What follows belongs to an exercise in optimizing a design on an open flow for a short achievable clock period and few clock cycles; a production flow would make more cautious choices. Power and IR drop assume default switching activity.

Design cpu, start of the top module:
module cpu(input clk, input rst_n, input [7:0] start_pc, input [15:0] ram_r_data,
           output waiting, output [15:0] out, output [15:0] ram_w_data, output N, output V, output Z, output [7:0] ram_addr, output ram_w_en);
  localparam K = 6;                
  reg [15:0] rf [0:7];
  reg [7:0]  addr_q, pc_q;
  reg        wen_q;
  reg [15:0] wdata_q;
  reg        fetch_q;              
  reg        arr_q;                
  reg [15:0] bq [0:K-1];           
  reg [K-1:0] bv;                  
  reg [15:0] ir;
  reg        ir_v;
  reg        d_movi, d_ldr, d_str, d_halt, d_wr, d_add, d_out, d_cmp, d_and, d_notb;
  reg [2:0]  d_dest;
  reg [7:0]  d_rn_oh, d_rm_oh, d_rd_oh;
  reg [6:0]  d_bsel;               
  reg [2:0]  f_ex, f_wb, f_ld, f_rf;   
  reg        stall_q;
  reg        cons_q;               
  reg [15:0] a_q, b_q;
  reg        ex_add, ex_and, ex_notb;    
  reg        ex_wr, ex_out, ex_cmp, ex_ldr, ex_str;
  reg [2:0]  ex_dest;
  reg [7:0]  ex_imm;
  reg [7:0]  wb_lo, wb_h0, wb_h1;
  reg        wb_c;
  reg [15:0] wb_l;
  reg        wb_add, wb_ldr, wb_outadd, wb_cmp;
  reg [7:0]  wb_wr_oh;
  reg [2:0]  wb_dest;
  reg [7:0]  w2_oh;                
  reg        wb_z, wb_db, wb_dh0, wb_dh1, wb_a15, wb_b15;
  reg [15:0] out_q, out_s;
  reg        z_q, n_q, v_q, z_s, n_s, v_s;
  reg        wait_q;
  assign waiting    = wait_q;
  assign out        = out_q;
  assign ram_w_data = wdata_q;
  assign ram_addr   = addr_q;
  assign ram_w_en   = wen_q;
  ...
For scale: about 2200 cells after synthesis, roughly 490 flip-flops, about 71 I/O pins, ~24000 sq um of cells after synthesis.
clock: 5.5 ns
lec_check: 0
abc_clock_period_in_ps: 2000
cap_margin: 20
core_margin: 2
core_utilization: 40
place_density: 0.6
setup_slack_margin: 3.4
slew_margin: 20
run.sh (not shown) runs the stock make flow with config.mk's settings and CLKGATE_MAP_FILE= SYNTH_SCRIPT=/design/flow/synth_recipe.tcl, a recipe that flattens the netlist after the stock synthesis.
Next try:
--- a/flow/design.v
+++ b/flow/design.v
@@ -131,47 +131,71 @@
   wire h_movi, h_ldr, h_str, h_halt, h_ra, h_rbu, h_rcu, h_wr, h_add, h_and, h_notb, h_cmp, h_out;
   wire [2:0] h_dest; wire [7:0] h_rn, h_rm, h_rd; wire [6:0] h_bs;
   wire [2:0] h_x, h_w, h_l;
   idecoder DH(bq[0], d_dest, ex_dest, wb_dest, h_movi, h_ldr, h_str, h_halt, h_ra, h_rbu, h_rcu,
               h_wr, h_add, h_and, h_notb, h_cmp, h_out, h_dest, h_rn, h_rm, h_rd, h_bs,
               h_x, h_w, h_l);
-  wire [2:0] i_fw = {3{cw}} & i_w, i_fl = {3{cl}} & i_l;
-  wire [2:0] i_use = {i_ra, i_rbu, i_rcu};
-  wire i_st = ex_ldr & |(i_use & i_fw);
-  wire [2:0] h_fx = {3{cx}} & h_x, h_fw = {3{cw}} & h_w, h_fl = {3{cl}} & h_l;
-  wire [2:0] h_use = {h_ra, h_rbu, h_rcu};
-  wire h_st = (d_add & |(h_use & h_fx)) | (ex_ldr & |(h_use & h_fw));
-  wire nx_v = ~take | bv[0];
+  wire r_movi, r_ldr, r_str, r_halt, r_ra, r_rbu, r_rcu, r_wr, r_add, r_and, r_notb, r_cmp, r_out;
+  wire [2:0] r_dest; wire [7:0] r_rn, r_rm, r_rd; wire [6:0] r_bs;
+  wire [2:0] r_x, r_w, r_l;
+  idecoder DR(ram_r_data, d_dest, ex_dest, wb_dest, r_movi, r_ldr, r_str, r_halt, r_ra, r_rbu, r_rcu,
+              r_wr, r_add, r_and, r_notb, r_cmp, r_out, r_dest, r_rn, r_rm, r_rd, r_bs,
+              r_x, r_w, r_l);
+  wire [7:0] mx = cx ? (8'b1 << d_dest) : 8'h00;       
+  wire [7:0] mw = cw ? (8'b1 << ex_dest) : 8'h00;      
+  wire [7:0] ml = cl ? (8'b1 << wb_dest) : 8'h00;      
+  wire [7:0] ms = (d_add ? mx : 8'h00) | (ex_ldr ? mw : 8'h00);   
+  wire [7:0] mi = ex_ldr ? mw : 8'h00;                  
+  wire [2:0] i_fw = {|(i_rn & mw), |(i_rm & mw), |(i_rd & mw)};
+  wire [2:0] i_fl = {|(i_rn & ml), |(i_rm & ml), |(i_rd & ml)};
+  wire i_st = (i_ra & |(i_rn & mi)) | (i_rbu & |(i_rm & mi)) | (i_rcu & |(i_rd & mi));
+  wire [2:0] h_fx = {|(h_rn & mx), |(h_rm & mx), |(h_rd & mx)};
+  wire [2:0] h_fw = {|(h_rn & mw), |(h_rm & mw), |(h_rd & mw)};
+  wire [2:0] h_fl = {|(h_rn & ml), |(h_rm & ml), |(h_rd & ml)};
+  wire h_st = (h_ra & |(h_rn & ms)) | (h_rbu & |(h_rm & ms)) | (h_rcu & |(h_rd & ms));
+  wire [2:0] r_fx = {|(r_rn & mx), |(r_rm & mx), |(r_rd & mx)};
+  wire [2:0] r_fw = {|(r_rn & mw), |(r_rm & mw), |(r_rd & mw)};
+  wire [2:0] r_fl = {|(r_rn & ml), |(r_rm & ml), |(r_rd & ml)};
+  wire r_st = (r_ra & |(r_rn & ms)) | (r_rbu & |(r_rm & ms)) | (r_rcu & |(r_rd & ms));
+  wire nx_v = ~take | bv[0] | arr_q;
   always @(posedge clk) begin
-    if (take) ir <= bq[0];
+    if (take) ir <= from_b ? bq[0] : ram_r_data;
     if (!take) begin
       d_movi <= i_movi; d_ldr <= i_ldr; d_str <= i_str; d_halt <= i_halt;
       d_wr <= i_wr; d_add <= i_add; d_and <= i_and; d_notb <= i_notb;
       d_cmp <= i_cmp; d_out <= i_out; d_dest <= i_dest;
       d_rn_oh <= i_rn; d_rm_oh <= i_rm; d_rd_oh <= i_rd; d_bsel <= i_bs;
       f_ex <= 3'b000; f_wb <= i_fw; f_ld <= i_fl & ~i_fw; f_rf <= ~(i_fw | i_fl);
-    end else begin
+    end else if (from_b) begin
       d_movi <= h_movi; d_ldr <= h_ldr; d_str <= h_str; d_halt <= h_halt;
       d_wr <= h_wr; d_add <= h_add; d_and <= h_and; d_notb <= h_notb;
       d_cmp <= h_cmp; d_out <= h_out; d_dest <= h_dest;
       d_rn_oh <= h_rn; d_rm_oh <= h_rm; d_rd_oh <= h_rd; d_bsel <= h_bs;
       f_ex <= h_fx; f_wb <= h_fw & ~h_fx; f_ld <= h_fl & ~h_fw & ~h_fx;
       f_rf <= ~(h_fx | h_fw | h_fl);
+    end else begin
+      d_movi <= r_movi; d_ldr <= r_ldr; d_str <= r_str; d_halt <= r_halt;
+      d_wr <= r_wr; d_add <= r_add; d_and <= r_and; d_notb <= r_notb;
+      d_cmp <= r_cmp; d_out <= r_out; d_dest <= r_dest;
+      d_rn_oh <= r_rn; d_rm_oh <= r_rm; d_rd_oh <= r_rd; d_bsel <= r_bs;
+      f_ex <= r_fx; f_wb <= r_fw & ~r_fx; f_ld <= r_fl & ~r_fw & ~r_fx;
+      f_rf <= ~(r_fx | r_fw | r_fl);
     end
     if (!rst_n) begin
       ir_v    <= 1'b0;
       stall_q <= 1'b0;
       cons_q  <= 1'b0;
     end else begin
       ir_v    <= nx_v;
-      stall_q <= ~take ? i_st : h_st;
-      cons_q  <= ~take ? (~i_halt & ~i_st) : (from_b & ~h_halt & ~h_st);
+      stall_q <= ~take ? i_st : from_b ? h_st : r_st;
+      cons_q  <= ~take ? (~i_halt & ~i_st) :
+                 from_b ? (~h_halt & ~h_st) : (arr_q & ~r_halt & ~r_st);
     end
   end
   wire pop  = from_b;
-  wire push = arr_q;
+  wire push = arr_q & ~(take & ~bv[0]);
   reg [15:0] sh_q [0:K-1];
   reg [K-1:0] sh_v;
   integer f;
   always @(*) begin
     for (f = 0; f < K; f = f + 1) begin
       sh_q[f] = (pop && f < K - 1) ? bq[(f < K - 1) ? f + 1 : f] : bq[f];
Outcome: Final area went up by roughly a tenth. Combinational power shrinks by roughly a tenth. Die area rose by a little under a tenth. Global-route usage is higher by 3.4 points. Setup slack degrades by 23 ps. Via count rose by about a fifth. Fmax fell slightly.
No run of this note included a check of the RTL's function; only the layout flow was run.

==> re-timing with driven ports <==
The results above use ideal ports. As a check the final layouts listed here were re-extracted and re-timed, cells and wires unchanged.
Step 1: set_driving_cell puts a clkbuf_16 on clk and a buf_2 on each other input, an assumption about the parent block.
Step 2 moves the port delays by t, midway between the first and last clock arrival at a register: inputs arrive t later, outputs are due t later. That takes back most of the time a late clock gives input paths.
Three values: ideal ports, drivers, drivers and shift; two values: the first two.
| run | t (ns) | slack for setup (ns) | worst setup path after step 2 | latest minus earliest clock arrival (ns) | worst slew at a driven data input, ns |
|---|---|---|---|---|---|
| the first run | 0.665 | 3.342 / 3.285 / 2.721 | input to register | 0.018 / 0.018 | 0.03 |
| the second run | 0.692 | 3.319 / 3.250 / 2.748 | input to register | 0.052 / 0.053 | 0.05 |
After both steps setup and hold are still met in every run listed. For the first run, which loses most, drivers alone change the setup slack by -0.057 ns; drivers and shift together by -0.621 ns.
